Context: an optimization exercise on an open-source flow, tuned for small area, a short achievable clock period and few clock cycles. The choices shown serve that exercise and are no tape-out recipe.
No functional check of the RTL was part of this run.
Power and IR drop assume default switching activity.

## flow/design.v

```verilog
`timescale 1ns / 1ps
module RegisterFile(
	input 					clk,
	input 					rst,
	input 		[4:0] 	read_index_1,
	input 		[4:0] 	read_index_2,
	input 		[4:0] 	write_index,
	input 		[23:0] 	write_data,
	input 					write_enable,
	input						data_ready,
	input						left_click,
	input						right_click,
	input			[15:0]	mouse_x,
	input			[15:0]	mouse_y,
	input						x_overflow,
	input						y_overflow,
	output reg 	[23:0] 	read_data_1,
	output reg 	[23:0] 	read_data_2
   );
	reg [15:0] r0;
	reg [15:0] r1;
	reg [15:0] r2;
	reg [15:0] r3;
	reg [15:0] r4;
	reg [15:0] r5;
	reg [15:0] r6;
	reg [15:0] r7;
	reg [15:0] r8;
	reg [15:0] r9;
	reg [15:0] r10;
	reg [15:0] r11;
	reg [15:0] r12;
	reg [15:0] r13;
	reg [15:0] r14;
	reg [15:0] r15;
	reg [15:0] r16;
	reg [15:0] r17;
	reg [15:0] r18;
	reg r_x_overflow;
	reg r_y_overflow;
	reg [15:0] r_read_data;
	reg [15:0] r_mouse_x;
	reg [15:0] r_mouse_y;
	reg r_data_ready;
	reg r_left_click;
	reg r_right_click;
	reg [23:0] lr0;
	reg [23:0] lr1;
	reg [23:0] lr2;
	reg [23:0] lr3;
	reg [23:0] lr4;
	always@*
	begin
	  case(read_index_1)
		 0 :	 read_data_1 = {{8{r0[15]}}, r0};
		 1 :	 read_data_1 = {{8{r1[15]}}, r1};
		 2 :	 read_data_1 = {{8{r2[15]}}, r2};
		 3 :	 read_data_1 = {{8{r3[15]}}, r3};
		 4 :	 read_data_1 = {{8{r4[15]}}, r4};
		 5 :	 read_data_1 = {{8{r5[15]}}, r5};
		 6 :	 read_data_1 = {{8{r6[15]}}, r6};
		 7 :	 read_data_1 = {{8{r7[15]}}, r7};
		 8 :	 read_data_1 = {{8{r8[15]}}, r8};
		 9 :	 read_data_1 = {{8{r9[15]}}, r9};
		 10 :  read_data_1 = {{8{r10[15]}}, r10};
		 11 :  read_data_1 = {{8{r11[15]}}, r11};
		 12 :  read_data_1 = {{8{r12[15]}}, r12};
		 13 :  read_data_1 = {{8{r13[15]}}, r13};
		 14 :  read_data_1 = {{8{r14[15]}}, r14};
		 15 :  read_data_1 = {{8{r15[15]}}, r15};
		 16 :  read_data_1 = {{8{r16[15]}}, r16};
		 17 :  read_data_1 = {{8{r17[15]}}, r17};
		 18 :  read_data_1 = {{8{r18[15]}}, r18};
		 19 :  read_data_1 = {15'b0, r_x_overflow};
		 20 :  read_data_1 = {15'b0, r_y_overflow};
		 21 :  read_data_1 = {8'b0, r_read_data};
		 22 :  read_data_1 = r_mouse_x;
		 23 :  read_data_1 = r_mouse_y;
		 24 :  read_data_1 = {15'b0, r_data_ready};
		 25 :  read_data_1 = {15'b0, r_left_click};
		 26 :  read_data_1 = {15'b0, r_right_click};
		 27 :  read_data_1 = lr0;
		 28 :  read_data_1 = lr1;
		 29 :  read_data_1 = lr2;
		 30 :  read_data_1 = lr3;
		 31 :  read_data_1 = lr4;
	  endcase
	  case(read_index_2)
		 0 :	 read_data_2 = {{8{r0[15]}}, r0};
		 1 :	 read_data_2 = {{8{r1[15]}}, r1};
		 2 :	 read_data_2 = {{8{r2[15]}}, r2};
		 3 :	 read_data_2 = {{8{r3[15]}}, r3};
		 4 :	 read_data_2 = {{8{r4[15]}}, r4};
		 5 :	 read_data_2 = {{8{r5[15]}}, r5};
		 6 :	 read_data_2 = {{8{r6[15]}}, r6};
		 7 :	 read_data_2 = {{8{r7[15]}}, r7};
		 8 :	 read_data_2 = {{8{r8[15]}}, r8};
		 9 :	 read_data_2 = {{8{r9[15]}}, r9};
		 10 :  read_data_2 = {{8{r10[15]}}, r10};
		 11 :  read_data_2 = {{8{r11[15]}}, r11};
		 12 :  read_data_2 = {{8{r12[15]}}, r12};
		 13 :  read_data_2 = {{8{r13[15]}}, r13};
		 14 :  read_data_2 = {{8{r14[15]}}, r14};
		 15 :  read_data_2 = {{8{r15[15]}}, r15};
		 16 :  read_data_2 = {{8{r16[15]}}, r16};
		 17 :  read_data_2 = {{8{r17[15]}}, r17};
		 18 :  read_data_2 = {{8{r18[15]}}, r18};
		 19 :  read_data_2 = {15'b0, r_x_overflow};
		 20 :  read_data_2 = {15'b0, r_y_overflow};
		 21 :  read_data_2 = {8'b0, r_read_data};
		 22 :  read_data_2 = r_mouse_x;
		 23 :  read_data_2 = r_mouse_y;
		 24 :  read_data_2 = {15'b0, r_data_ready};
		 25 :  read_data_2 = {15'b0, r_left_click};
		 26 :  read_data_2 = {15'b0, r_right_click};
		 27 :  read_data_2 = lr0;
		 28 :  read_data_2 = lr1;
		 29 :  read_data_2 = lr2;
		 30 :  read_data_2 = lr3;
		 31 :  read_data_2 = lr4;
	  endcase
	end
	always@(posedge clk)
	begin
		r_data_ready <= data_ready;
		if (data_ready) begin
			r_read_data <= 16'd1;
			r_mouse_x 	<= mouse_x;
			r_mouse_y	<= mouse_y;
			r_left_click	<= left_click;
			r_right_click  <= right_click;
			r_x_overflow	<= x_overflow;
			r_y_overflow	<= y_overflow;
		end
	  if(rst)
	  begin
		 r0 <= 16'h0000; r1 <= 16'h0000; r2 <= 16'h0000; r3 <= 16'h0000;
		 r4 <= 16'h0000; r5 <= 16'h0000; r6 <= 16'h0000; r7 <= 16'h0000;
		 r8 <= 16'h0000; r9 <= 16'h0000; r10 <= 16'h0000; r11 <= 16'h0000;
		 r12 <= 16'h0000; r13 <= 16'h0000; r14 <= 16'h0000; r15 <= 16'h0000;
		 r16 <= 16'h0000; r17 <= 16'h0000; r18 <= 16'h0000;
		 r_read_data <= 16'h0000;
		 lr0 <= 24'h000000; lr1 <= 24'h000000; lr2 <= 24'h000000; lr3 <= 24'h000000; lr4 <= 24'h000000;
	  end
	  else if(write_enable)
	  begin
		 case(write_index)
			0 : 	r0 <= write_data[15:0];
			1 : 	r1 <= write_data[15:0];
			2 : 	r2 <= write_data[15:0];
			3 : 	r3 <= write_data[15:0];
			4 : 	r4 <= write_data[15:0];
			5 : 	r5 <= write_data[15:0];
			6 : 	r6 <= write_data[15:0];
			7 : 	r7 <= write_data[15:0];
			8 : 	r8 <= write_data[15:0];
			9 : 	r9 <= write_data[15:0];
			10 :  r10 <= write_data[15:0];
			11 :  r11 <= write_data[15:0];
			12 :  r12 <= write_data[15:0];
			13 :  r13 <= write_data[15:0];
			14 :  r14 <= write_data[15:0];
			15 :  r15 <= write_data[15:0];
			16 :  r16 <= write_data[15:0];
			17 :  r17 <= write_data[15:0];
			18 :  r18 <= write_data[15:0];
			21	:	r_read_data <= write_data[15:0];
			27 :  lr0 <= write_data;
			28 :  lr1 <= write_data;
			29 :  lr2 <= write_data;
			30 :  lr3 <= write_data;
			31	:	lr4 <= write_data;
			default: begin
			end
		 endcase
	  end
	end
endmodule
`timescale 1ns / 1ps
module Core(
	input						clk,
	input						rst,
	input						debug_core,
	input						debug_next_inst,
	input			[15:0]	data_from_ram,
	input			[15:0]	mouse_x,
	input			[15:0]	mouse_y,
	input						x_overflow,
	input						y_overflow,
	input						data_ready,
	input						left_click,
	input						right_click,
	output reg	[14:0]	ram_address,
	output reg	[15:0]	data_to_ram,
	output reg				web
	);
	parameter ADD 		= 5'b00000;
	parameter SUB 		= 5'b00001;
	parameter ADDI 	= 5'b00010;
	parameter SHLLI 	= 5'b00011;
	parameter SHRLI 	= 5'b00100;
	parameter JUMP 	= 5'b00101;
	parameter ADDR 	= 5'b00110;
	parameter JUMPL 	= 5'b00111;
	parameter JUMPG 	= 5'b01000;
	parameter JUMPE 	= 5'b01001;
	parameter JUMPNE 	= 5'b01010;
	parameter CMP 		= 5'b01011;
	parameter RET 		= 5'b01100;
	parameter LOAD 	= 5'b01101;
	parameter LOADI 	= 5'b01110;
	parameter STORE 	= 5'b01111;
	parameter MOV 		= 5'b10000;
	parameter INCRSR 	= 5'b10001;
	parameter INDRAW	= 5'b10010;
	parameter INERSR	= 5'b10011;
	parameter SETCOLR	= 5'b10100;
	parameter FETCH 	= 3'b000;
	parameter DECODE  = 3'b001;
	parameter EXECUTE = 3'b010;
	parameter LOAD1 	= 3'b011;
	parameter LOAD2 	= 3'b100;
	parameter STORE1  = 3'b101;
	wire [23:0] read_data_1;
	wire [23:0] read_data_2;
	reg [4:0] 	read_index_1; 	 
	reg [4:0] 	read_index_2; 	 
	reg [4:0] 	write_index; 	 
	reg 			write_enable; 	 
	reg [23:0] 	write_data; 	 
	RegisterFile _RegisterFile(.clk				(clk), 
										.rst				(rst), 
										.read_data_1	(read_data_1), 
										.read_data_2	(read_data_2), 
										.read_index_1	(read_index_1), 
										.read_index_2	(read_index_2), 
										.write_index	(write_index), 
										.write_enable	(write_enable), 
										.write_data		(write_data),
										.mouse_x			(mouse_x),
										.mouse_y			(mouse_y),
										.x_overflow		(x_overflow),
										.y_overflow		(y_overflow),
										.left_click		(left_click),
										.right_click	(right_click),
										.data_ready		(data_ready));
	reg [14:0] program_counter;
	reg [14:0] next_program_counter;
	reg [23:0] program_return_link;
	reg status_ZF;
	reg status_GF;
	reg status_LF;
	reg [3:0] core_state;
	reg [4:0] 	dest_reg_index;
	reg [10:0] 	immediateL;
	reg [5:0] 	immediateS;
	reg [23:0] 	data_from_reg_1;
	reg [23:0] 	data_from_reg_2;
	reg [3:0]	selected_color;
	reg [4:0] opcode;	 
	reg next_status_ZF;
	reg next_status_GF;
	reg next_status_LF;
	reg [3:0] next_selected_color;
	reg [3:0]	next_state;		 
	always@(*) begin
		web = 1'b0;
		ram_address = 16'b0;
		next_state = 4'b0;
		write_data = 24'b0;
		write_enable = 0;		
		next_program_counter = program_counter + 1'b1;		
		read_index_1 = 5'b0;
		read_index_2 = 5'b0;
		write_index = dest_reg_index;
		data_to_ram = 16'b0;
		next_status_ZF = 0;
		next_status_LF = 0;
		next_status_GF = 0;
		next_selected_color = 4'b0111;
		case(core_state)
			FETCH:	begin
							ram_address = program_counter;
						end
			DECODE:	begin
							read_index_1 = data_from_ram[4:0];
							read_index_2 = data_from_ram[9:5];
							if (data_from_ram[15:11] == LOAD)
								next_state = LOAD1;
							else if (data_from_ram[15:11] == STORE)
								next_state = STORE1;
							else
								next_state = EXECUTE;
						end
			EXECUTE:	begin
							case(opcode)
								ADD:		begin
												write_data = data_from_reg_1 + data_from_reg_2;
												write_enable = 1;
											end
								SUB:		begin
												write_data = data_from_reg_1 - data_from_reg_2;
												write_enable = 1;
											end
								ADDI:		begin
												write_data = data_from_reg_1 + {{10{immediateS[5]}},immediateS};
												write_enable = 1;
											end
								SHLLI:	begin
												write_data = data_from_reg_1 << immediateS;
												write_enable = 1;
											end
								SHRLI:	begin
												write_data = data_from_reg_1 >>> immediateS;
												write_enable = 1;
											end
								JUMP:		begin
												next_program_counter = (program_counter + 1'b1) + {{4{immediateL[10]}},immediateL};
											end
								ADDR:	begin
												write_data = (data_from_reg_1<<6)+(data_from_reg_1<<4) + (data_from_reg_2>>2);
												write_index = 5'd31;
												write_enable = 1;
											end
								JUMPL:	begin
												if(status_LF) begin													
													next_program_counter = (program_counter + 1'b1) + {{4{immediateL[10]}}, immediateL};
												end
											end
								JUMPG:	begin
												if(status_GF) begin
													next_program_counter = (program_counter + 1'b1) + {{4{immediateL[10]}}, immediateL};
												end
											end
								JUMPE:	begin
												if(status_ZF == 1) begin
													next_program_counter = (program_counter + 1'b1) + {{4{immediateL[10]}},immediateL};
												end
											end
								JUMPNE:	begin
												if(status_ZF == 0) begin
													next_program_counter = (program_counter + 1'b1) + {{4{immediateL[10]}},immediateL};
												end
											end
								CMP:		begin
												next_status_ZF = !(|(data_from_reg_1 - data_from_reg_2));	 
												if ($signed(data_from_reg_1) < $signed(data_from_reg_2)) begin
													next_status_LF = 1'b1;
												end
												if ($signed(data_from_reg_1) > $signed(data_from_reg_2)) begin
													next_status_GF = 1'b1;
												end
											end
								RET:		begin
											end
								MOV:		begin
												write_data = data_from_reg_2;
												write_index = dest_reg_index;
												write_enable = 1;
											end
								LOADI:	begin
												write_index = dest_reg_index;
												write_data = immediateS;
												write_enable = 1;
											end
								INCRSR: begin
												write_index = 5'd16;
												write_enable = 1'b1;
												case(data_from_reg_1[1:0])
													0 : write_data = {(4'b1111),(data_from_reg_2[11:0])};
													1 : write_data = {(data_from_reg_2[15:12]),(4'b1111),(data_from_reg_2[7:0])};
													2 : write_data = {(data_from_reg_2[15:8]),(4'b1111),(data_from_reg_2[3:0])};
													3 : write_data = {(data_from_reg_2[15:4]),(4'b1111)};
												endcase
											end
								INDRAW: begin
												write_index = 5'd16;
												write_enable =1'b1;
												case(data_from_reg_1[1:0])
													0 : write_data = {selected_color,(data_from_reg_2[11:0])};
													1 : write_data = {(data_from_reg_2[15:12]),selected_color,(data_from_reg_2[7:0])};
													2 : write_data = {(data_from_reg_2[15:8]),selected_color,(data_from_reg_2[3:0])};
													3 : write_data = {(data_from_reg_2[15:4]),selected_color};
												endcase
											end
								INERSR: begin
												write_index = 5'd16;
												write_enable = 1'b1;
												case(data_from_reg_1[1:0])
													0 : write_data = {(4'b0000),(data_from_reg_2[11:0])};
													1 : write_data = {(data_from_reg_2[15:12]),(4'b0000),(data_from_reg_2[7:0])};
													2 : write_data = {(data_from_reg_2[15:8]),(4'b0000),(data_from_reg_2[3:0])};
													3 : write_data = {(data_from_reg_2[15:4]),(4'b0000)};
												endcase
											end
								SETCOLR:	begin
												case(data_from_reg_1[1:0])
													0: next_selected_color = data_from_reg_2[15:12];
													1:	next_selected_color = data_from_reg_2[11:8];
													2:	next_selected_color = data_from_reg_2[7:4];
													3:	next_selected_color = data_from_reg_2[3:0];
												endcase
											end
							endcase
						end
			LOAD1:	begin
							ram_address = data_from_reg_2[14:0];  
						end
			LOAD2:	begin
							write_data = data_from_ram;
							write_index = dest_reg_index;
							write_enable = 1;
						end
			STORE1:	begin
							ram_address = data_from_reg_1[14:0];
							data_to_ram = data_from_reg_2[15:0];
							web = 1'b1;
						end
			default:	begin
						end
		endcase
	end
	always@(posedge clk)	begin
		if (rst) begin
			program_counter <= 15'd19216;	 
			core_state <= FETCH;
			status_ZF <= 1'b0;
			status_GF <= 1'b0;
			status_LF <= 1'b0;
			selected_color <= 4'b0100;
			opcode <= 5'b0;
		end
		else
		case(core_state)
			FETCH:	begin
							if (!debug_core) begin
								core_state <= DECODE;
							end
							else begin
								core_state <= FETCH;
								if (debug_next_inst) begin
									core_state <= DECODE;
								end
							end
						end
			DECODE:	begin
							opcode <= data_from_ram[15:11];
							core_state <= next_state;
							dest_reg_index <= data_from_ram[4:0];
							immediateL <= data_from_ram[10:0];
							immediateS <= data_from_ram[10:5];
							data_from_reg_1 <= read_data_1;
							data_from_reg_2 <= read_data_2;
						end
			EXECUTE:	begin
							core_state <= FETCH;
							program_counter <= next_program_counter;
							status_ZF <= next_status_ZF;
							status_LF <= next_status_LF;
							status_GF <= next_status_GF;
							if(opcode == SETCOLR) begin
								selected_color <= next_selected_color;
							end
						end
			LOAD1:	begin
							core_state <= LOAD2;
						end
			LOAD2:	begin							
							core_state <= FETCH;
							program_counter <= next_program_counter;
						end
			STORE1:	begin
							core_state <= FETCH;
							program_counter <= next_program_counter;
						end
			endcase
	end
endmodule
```

## flow/run.sh

```bash
#!/bin/bash
# synth_recipe.tcl (not shown) runs the flow's synth.tcl, then flattens the netlist and writes it again
# the make line also repeats each setting of config.mk as NAME=value (left out here)
make -C /OpenROAD-flow-scripts/flow DESIGN_CONFIG=/design/flow/config.mk WORK_HOME=/design/flow/orfs CLKGATE_MAP_FILE= SYNTH_SCRIPT=/design/flow/synth_recipe.tcl finish
```

## flow/config.mk

```make
export PLATFORM = sky130hd
export DESIGN_NAME = Core
export DESIGN_NICKNAME = Core
export VERILOG_FILES = /design/flow/design.v
export SDC_FILE = /design/flow/constraint.sdc
export NUM_CORES = 4
export LEC_CHECK = 0
export CAP_MARGIN = 20
export CORE_MARGIN = 2
export CORE_UTILIZATION = 30
export PLACE_DENSITY = 0.5
export SLEW_MARGIN = 20
```

## flow/constraint.sdc

```tcl
create_clock -name core_clock -period 7.0 [get_ports {clk}]
set_input_delay 1.4000 -clock core_clock [delete_from_list [all_inputs] [get_ports {clk}]]
set_output_delay 1.4000 -clock core_clock [all_outputs]
set_load 0.01 [all_outputs]
```

==> impl_metrics.yaml <==
die:
  fp.dieH_um: 343
  ioPinCount: 89
  row_count: 124
  dieWidth_um: 343
  initial_utilization: 0.302
  dieArea_um2: 118000
  core_um2: 114000
routing:
  route.detailed.drc: 0
  ant_nets: 0
  wl_mm: 163
  vias: 34700
  vias_per_cell: 6.29
  wl_per_cell_um: 29.6
  top_layer: "met4"
  wl_met1_mm: 68.6
  drtIter0Drc: 5354
  wl_met3_mm: 17.6
  drt_pass1_iterations: 7
  wl_met2_mm: 69.5
logic_synthesis:
  ys_ff_latch: 566
  yosys.cell_types.count: 96
  ys.flop_type: "dfxtp_1"
  yosysWarnings: 2
  ys_async_sr_fraction: 0
  syn_area_um2: 34600
  syn_inst: 3986
  synth_edf_count: 95
  syn_avg_cell_area_um2: 8.67
  seq_area_frac_synth: 0.355
  syn_nets: 4147
timing:
  setup_tns_ns: 0
  tightest_slew_ns: 1.26
  slew_headroom: 0.158
  finalHoldViolations: 0
  fmax_mhz: 189
  finalClockSkew_ns: 0.0311
  fin_crit_ns: 5.28
  period_share: 0.754
  grt_setup_unrepaired: "no"
  setup_viol: 0
  slew_violations: 0
critical_path:
  worstSetupStartpointType: "flop"
  cp_num_cells: 4
  cp.arrival_ns: 3.88
  path_cells: "and2_1 -> a22oi_1 -> o21ai_0 -> clkdlybuf4s50_1"
  cp-end-kind: "output port"
  path_max_fanout: 27
  slowest_delay_ns: 1.00
  crit_required_ns: 5.60
  worst-r2r-cell-count: 14
  cp_num_buf_inv: 1
  cp_slowest_cell: "dfxtp_1"
  criticalPathCategory: "reg -> out"
  critPathTopFamily: "flip-flops"
worst_hold_path:
  hold_class: "reg -> reg"
  hold_depth: 2
cts:
  cts-htree-levels: 3
  root_buffer: "clkbuf_16"
  cts.hold.buffers_added: 0
  clk_pin_slew_worst_paths_ns: 0.06
  clock-sinks: 566
  insertion_delay_ns: 0.65
  cts.path.max_buffers: 3
  numCtsBuffers: 69
  ctsResizeCount: 0
  cts_tree: "built"
  post_cts_buffers: 0
placement:
  dp.cells: 5394
  gp_congestion: 1.00
  dp_hpwl_mm: 113
  portBuffers: 88
global_route:
  grt_pass1_wl_mm: 233
  grtUsageTotal: 0.268
  antenna_found_initial: 6
  grt_max_degree: 173
  overflow: 0
  grt_pass1_vias: 31900
cells_and_area:
  drive_above_1_share: 0.0960
  layout.cells.most_common_list: "dfxtp_1, nor2_1, nand2_1"
  stdcell_count: 5522
  area_delta_synth_final_pct: 13.7
  finish.utilization: 0.344
  layout_commonest_cell: "dfxtp_1"
  n_antenna_cell: 0
  final_nets: 4114
pwr:
  clkPwrFrac: 0.446
  pwr-share-seq: 0.417
  internal_power_mw: 5.83
  power_density_nw_per_um2: 209
  swShare: 0.289
  power_mw: 8.21
  vdd_ir_drop_max_uv: 170
  comb_power_share: 0.137
  p_sw_mw: 2.38
  power_leakage_nw: 13.0
job:
  cap_violations: 0
outcome:
  status: "timing/DRC/antenna clean"
logic make-up after synthesis:
family,share of synthesized area
AO/OA/AOI/OAI,0.288
AND/OR/NAND/NOR,0.189
flip-flops,0.355
buffers and inverters,0.0542
multiplexers,0.0537
adder cells (fa/ha/maj),0.0420
XOR/XNOR,0.0170
cell usage after synthesis (21+ instances only):
cell type	number	share of area
a21o_1	36	0.0078
inv_1	82	0.0089
o21ai_1	21	0.0030
o21ai_0	276	0.040
a211oi_1	156	0.034
ha_1	84	0.030
nand4_1	69	0.012
nor2_1	423	0.046
dfxtp_1	471	0.27
a221oi_1	112	0.028
edfxtp_1	95	0.083
nand3b_1	202	0.044
mux4_2	30	0.020
a222oi_1	48	0.014
xnor2_1	37	0.0094
mux2i_1	44	0.013
o31ai_1	35	0.0076
clkbuf_1	227	0.025
buf_2	56	0.0081
and2_1	21	0.0038
nor2b_1	22	0.0040
a22o_1	95	0.024
a211oi_2	22	0.0080
xor2_1	30	0.0076
a22oi_1	236	0.051
nor3_1	58	0.0084
nand2_1	325	0.035
nand3_1	80	0.012
a21oi_1	204	0.030
a31oi_1	22	0.0040
metrics by stage:
step	area, um2	setup slack [ns]	hold slack [ns]
finish	39300	1.72	0.474
global placement	37000	1.95	0.455
floorplan	34600	2.09	0.420
global route	39300	1.47	0.494
detailed placement	37000	1.91	0.463
CTS	39300	1.64	0.472
power groups by stage:
stage	sequential [mW]	clock [mW]	combinational [mW]
after global placement	3.49	0	1.10
after floorplan	3.45	0	0.713
after CTS	3.42	3.70	1.10
after detailed placement	3.49	0	1.09
final	3.42	3.66	1.13
after global routing	3.42	3.83	1.19
layer usage:
layer  vias to the layer above  GRT usage
li1                      15200          -
met1                     16900      0.369
met2                      2222      0.402
met3                       432     0.0606
met4                         0      0.110
met5                         -          0
worst reg2reg max path, stage by stage (launching register included):
cell and delay (ns):
dfxtp_1 0.65, or2_1 0.41, nor3_2 0.08, nand2_1 0.51
mux2_2 0.42, ha_1 0.36, a21oi_1 0.09, o22ai_1 0.31
a211oi_1 0.15, o41ai_1 0.69, xor2_1 0.20, nand2_1 0.08
o2111ai_1 0.11, nand2_1 0.59, o21ai_0 0.40
area by class of cell:
class | count | area, um2
fill | 11800 | 75100
multi-input combinational | 3002 | 20500
sequential | 566 | 12300
timing repair buffer | 229 | 1960
clock buffer | 92 | 1950
tap | 1512 | 1890
clock inverter | 36 | 324
inverter | 85 | 319
flip-flops by register name, indices dropped and copies added (netlist names), 24 cells and up:
register           flops
_RegisterFile.lr1     24
_RegisterFile.lr2     24
_RegisterFile.lr0     24
_RegisterFile.lr3     24
data_from_reg_2       24
_RegisterFile.lr4     24
data_from_reg_1       24
worst paths after layout:
| path | start | end | slack (ns) |
|---|---|---|---|
| max | core_state[1] | ram_address[1] | 1.72 |
| min | _RegisterFile.r6[5] | _RegisterFile.r6[5] | 0.47 |
| max reg2reg | opcode[0] | _RegisterFile.r14[15] | 1.83 |
| min reg2reg | _RegisterFile.r6[5] | _RegisterFile.r6[5] | 0.47 |

[afterwards: timing with drivers on the ports]
How much do the figures lean on ideal ports? The routed layout below was timed once more, with nothing changed but the port constraints. Step 1 assumes that a clkbuf_16 drives the clock port and a buf_2 every other input. Step 2 moves the port delays by t, midway between the first and last clock arrival at a register: inputs arrive t later, outputs are due t later. That takes back most of the time a late clock gives input paths. a / b / c = ideal ports / drivers / drivers and shift; a / b = the first two.
t, ns: 0.701
setup slack, ns: 1.720 / 1.651 / 1.832
worst register clock-pin slew, ns: 0.07 / 0.07
After both steps setup and hold are still met in this run. For this run, drivers alone change the setup slack by -0.069 ns; drivers and shift together by +0.112 ns.
